Context: an optimization exercise on an open-source flow, tuned for small area and a short achievable clock period. The choices shown serve that exercise and are no tape-out recipe. The RTL was checked by simulation tests, not by an equivalence proof against the original design. Power is estimated from default activity; no workload was simulated.

## circuit
module circuit (
  output [47:0] p,
  input  [17:0] a, b, d,
  input  [47:0] c,
  input  clk, rstn);
  reg [18:0] s_r;
  reg [17:0] a_r;
  reg [36:0] cn_r;
  reg [10:0] ch_r, ch_r1;
  reg v0, v1, v2;
  reg [10:0] ch_r2;
  reg [47:0] p_r;
  reg t_r_0_0;
  reg t_r_0_1;
  reg t_r_1_0;
  reg t_r_2_0;
  reg t_r_2_1;
  reg t_r_2_2;
  reg t_r_3_0;
  reg t_r_3_1;
  reg t_r_3_2;
  reg t_r_3_3;
  reg t_r_3_4;
  reg t_r_3_5;
  reg t_r_4_0;
  reg t_r_4_1;
  reg t_r_4_2;
  reg t_r_4_3;
  reg t_r_4_4;
  reg t_r_4_5;
  reg t_r_5_0;
  reg t_r_5_1;
  reg t_r_5_2;
  reg t_r_5_3;
  reg t_r_5_4;
  reg t_r_5_5;
  reg t_r_6_0;
  reg t_r_6_1;
  reg t_r_6_2;
  reg t_r_6_3;
  reg t_r_6_4;
  reg t_r_6_5;
  reg t_r_7_0;
  reg t_r_7_1;
  reg t_r_7_2;
  reg t_r_7_3;
  reg t_r_7_4;
  reg t_r_7_5;
  reg t_r_8_0;
  reg t_r_8_1;
  reg t_r_8_2;
  reg t_r_8_3;
  reg t_r_8_4;
  reg t_r_8_5;
  reg t_r_9_0;
  reg t_r_9_1;
  reg t_r_9_2;
  reg t_r_9_3;
  reg t_r_9_4;
  reg t_r_9_5;
  reg t_r_10_0;
  reg t_r_10_1;
  reg t_r_10_2;
  reg t_r_10_3;
  reg t_r_10_4;
  reg t_r_10_5;
  reg t_r_11_0;
  reg t_r_11_1;
  reg t_r_11_2;
  reg t_r_11_3;
  reg t_r_11_4;
  reg t_r_11_5;
  reg t_r_12_0;
  reg t_r_12_1;
  reg t_r_12_2;
  reg t_r_12_3;
  reg t_r_12_4;
  reg t_r_12_5;
  reg t_r_13_0;
  reg t_r_13_1;
  reg t_r_13_2;
  reg t_r_13_3;
  reg t_r_13_4;
  reg t_r_13_5;
  reg t_r_14_0;
  reg t_r_14_1;
  reg t_r_14_2;
  reg t_r_14_3;
  reg t_r_14_4;
  reg t_r_14_5;
  reg t_r_15_0;
  reg t_r_15_1;
  reg t_r_15_2;
  reg t_r_15_3;
  reg t_r_15_4;
  reg t_r_15_5;
  reg t_r_16_0;
  ...
Settings: LEC_CHECK=0, CAP_MARGIN=20, CORE_MARGIN=2, CORE_UTILIZATION=65, CTS_CLUSTER_DIAMETER=80, CTS_CLUSTER_SIZE=25, SETUP_SLACK_MARGIN=4.6, SLEW_MARGIN=20, SYNTH_HIERARCHICAL=1; clock period 7.0 ns.
standard.sh (not shown) runs the stock make flow with config.mk's settings and CLKGATE_MAP_FILE= SYNTH_SCRIPT=/design/flow/synth_recipe.tcl, a recipe that flattens the netlist after the stock synthesis.
==> flow/flow/run.sh <==
#!/bin/bash
# Standard layout, with the port buffers made of buf_2 cells instead of the default delay buffer.
set -euo pipefail
export BUFFER_PORTS_ARGS="-buffer_cell sky130_fd_sc_hd__buf_2"
bash standard.sh > standard.log 2>&1
==> next run, changes <==
--- a/flow/config.mk
+++ b/flow/config.mk
@@ -8,7 +8,8 @@
 export CAP_MARGIN = 20
 export CORE_MARGIN = 2
-export CORE_UTILIZATION = 65
+export CORE_UTILIZATION = 75
 export CTS_CLUSTER_DIAMETER = 80
 export CTS_CLUSTER_SIZE = 25
+export PLACE_DENSITY = 0.8
 export SETUP_SLACK_MARGIN = 4.6
 export SLEW_MARGIN = 20
Result:
- The changed run ran to the end with no violations
- sequential share of layout area hardly moves
- total power grows by a few percent
- clock power shrinks by a few percent
- clock-buffer cell count shrinks by 1
- worst setup slack gets worse by 0.059 ns
- cell area stays flat
- die area came out lower by roughly a tenth
- global-route usage went up by 5.8 points
- sequential power barely changes
- hold slack barely changes
- wire length came out higher by a little under a tenth


## old
circuit, a different RTL version from the one above (not shown whole).
For scale: ~1600 cells after synthesis, roughly 360 flip-flops, roughly 0.018 sq mm of cells after synthesis.
==> flow/config.mk <==
export PLATFORM = sky130hd
export DESIGN_NAME = circuit
export DESIGN_NICKNAME = circuit
export VERILOG_FILES = /design/flow/design.v
export SDC_FILE = /design/flow/constraint.sdc
export NUM_CORES = 4
export LEC_CHECK = 0
export CAP_MARGIN = 20
export CORE_MARGIN = 2
export CORE_UTILIZATION = 65
export CTS_CLUSTER_DIAMETER = 80
export CTS_CLUSTER_SIZE = 25
export SETUP_SLACK_MARGIN = 4.6
export SLEW_MARGIN = 20
export SYNTH_HIERARCHICAL = 1
==> flow/constraint.sdc <==
create_clock -name core_clock -period 7.0 [get_ports {clk}]
set_input_delay 1.4000 -clock core_clock [delete_from_list [all_inputs] [get_ports {clk}]]
set_output_delay 1.4000 -clock core_clock [all_outputs]
set_load 0.01 [all_outputs]
Scripts as last shown in full above: flow/flow/run.sh
old finished all stages; the layout is clean.
diff inputs: old => new
Settings: swapping 65 for 70 in CORE_UTILIZATION.
Notes after the runs:
new went all the way through the flow, and no timing, DRC or antenna check failed.
The power after layout in new sits 0.57% above the value recorded for old.
Compared with old, in new net switching component of the power saw an increase, total via count in the routed design moved up.
Proportion of layout cells with a drive suffix above 1 for new: 0.68 points down relative to old
Comparing new and old, the higher cell area power density is on new.
Run comparison: old cell with the biggest individual delay on the critical path sky130_fd_sc_hd__dfxtp_2; new cell with the biggest individual delay on the critical path sky130_fd_sc_hd__dfxtp_1
Worst setup path startpoint: p_r[28] -> old, p_r[22] -> new
Looking at wire length the detailed router placed on met1, new sits below old.
Final standard cell area without fillers came out lower on new than on old.

==> port drivers added, routing unchanged <==
How much do the figures lean on ideal ports? The routed layouts below were timed once more, with nothing changed but the port constraints. Step 1, drivers: a clkbuf_16 drives clk and a buf_2 each remaining input, both assumed. Step 2, shift: input delay + t, output delay - t, t = (earliest + latest rising clock arrival at the registers) / 2. This alone moves slack from input paths to output paths. Three values: no drivers, after step 1, after step 2; two values: the first two.
| run | t, ns | slack for setup (ns) | worst hold slack (ns) | worst setup path after step 2 | pins driven straight from the clock port |
|---|---|---|---|---|---|
| the first run of note 1 | 0.578 | 4.616 / 4.563 / 4.284 | 0.330 / 0.330 / 0.330 | input to register | 1 |
| the second run of note 1 | 0.591 | 4.557 / 4.543 / 4.083 | 0.329 / 0.329 / 0.329 | input to register | 1 |
| old | 0.572 | 4.629 / 4.575 / 4.258 | 0.330 / 0.330 / 0.330 | input to register | 1 |
| new | 0.576 | 4.628 / 4.578 / 4.236 | 0.328 / 0.328 / 0.328 | input to register | 1 |
After both steps every run listed still meets setup and hold. The setup slack of the second run of note 1, which loses most, moves by -0.014 ns with the drivers and by -0.474 ns with both steps.
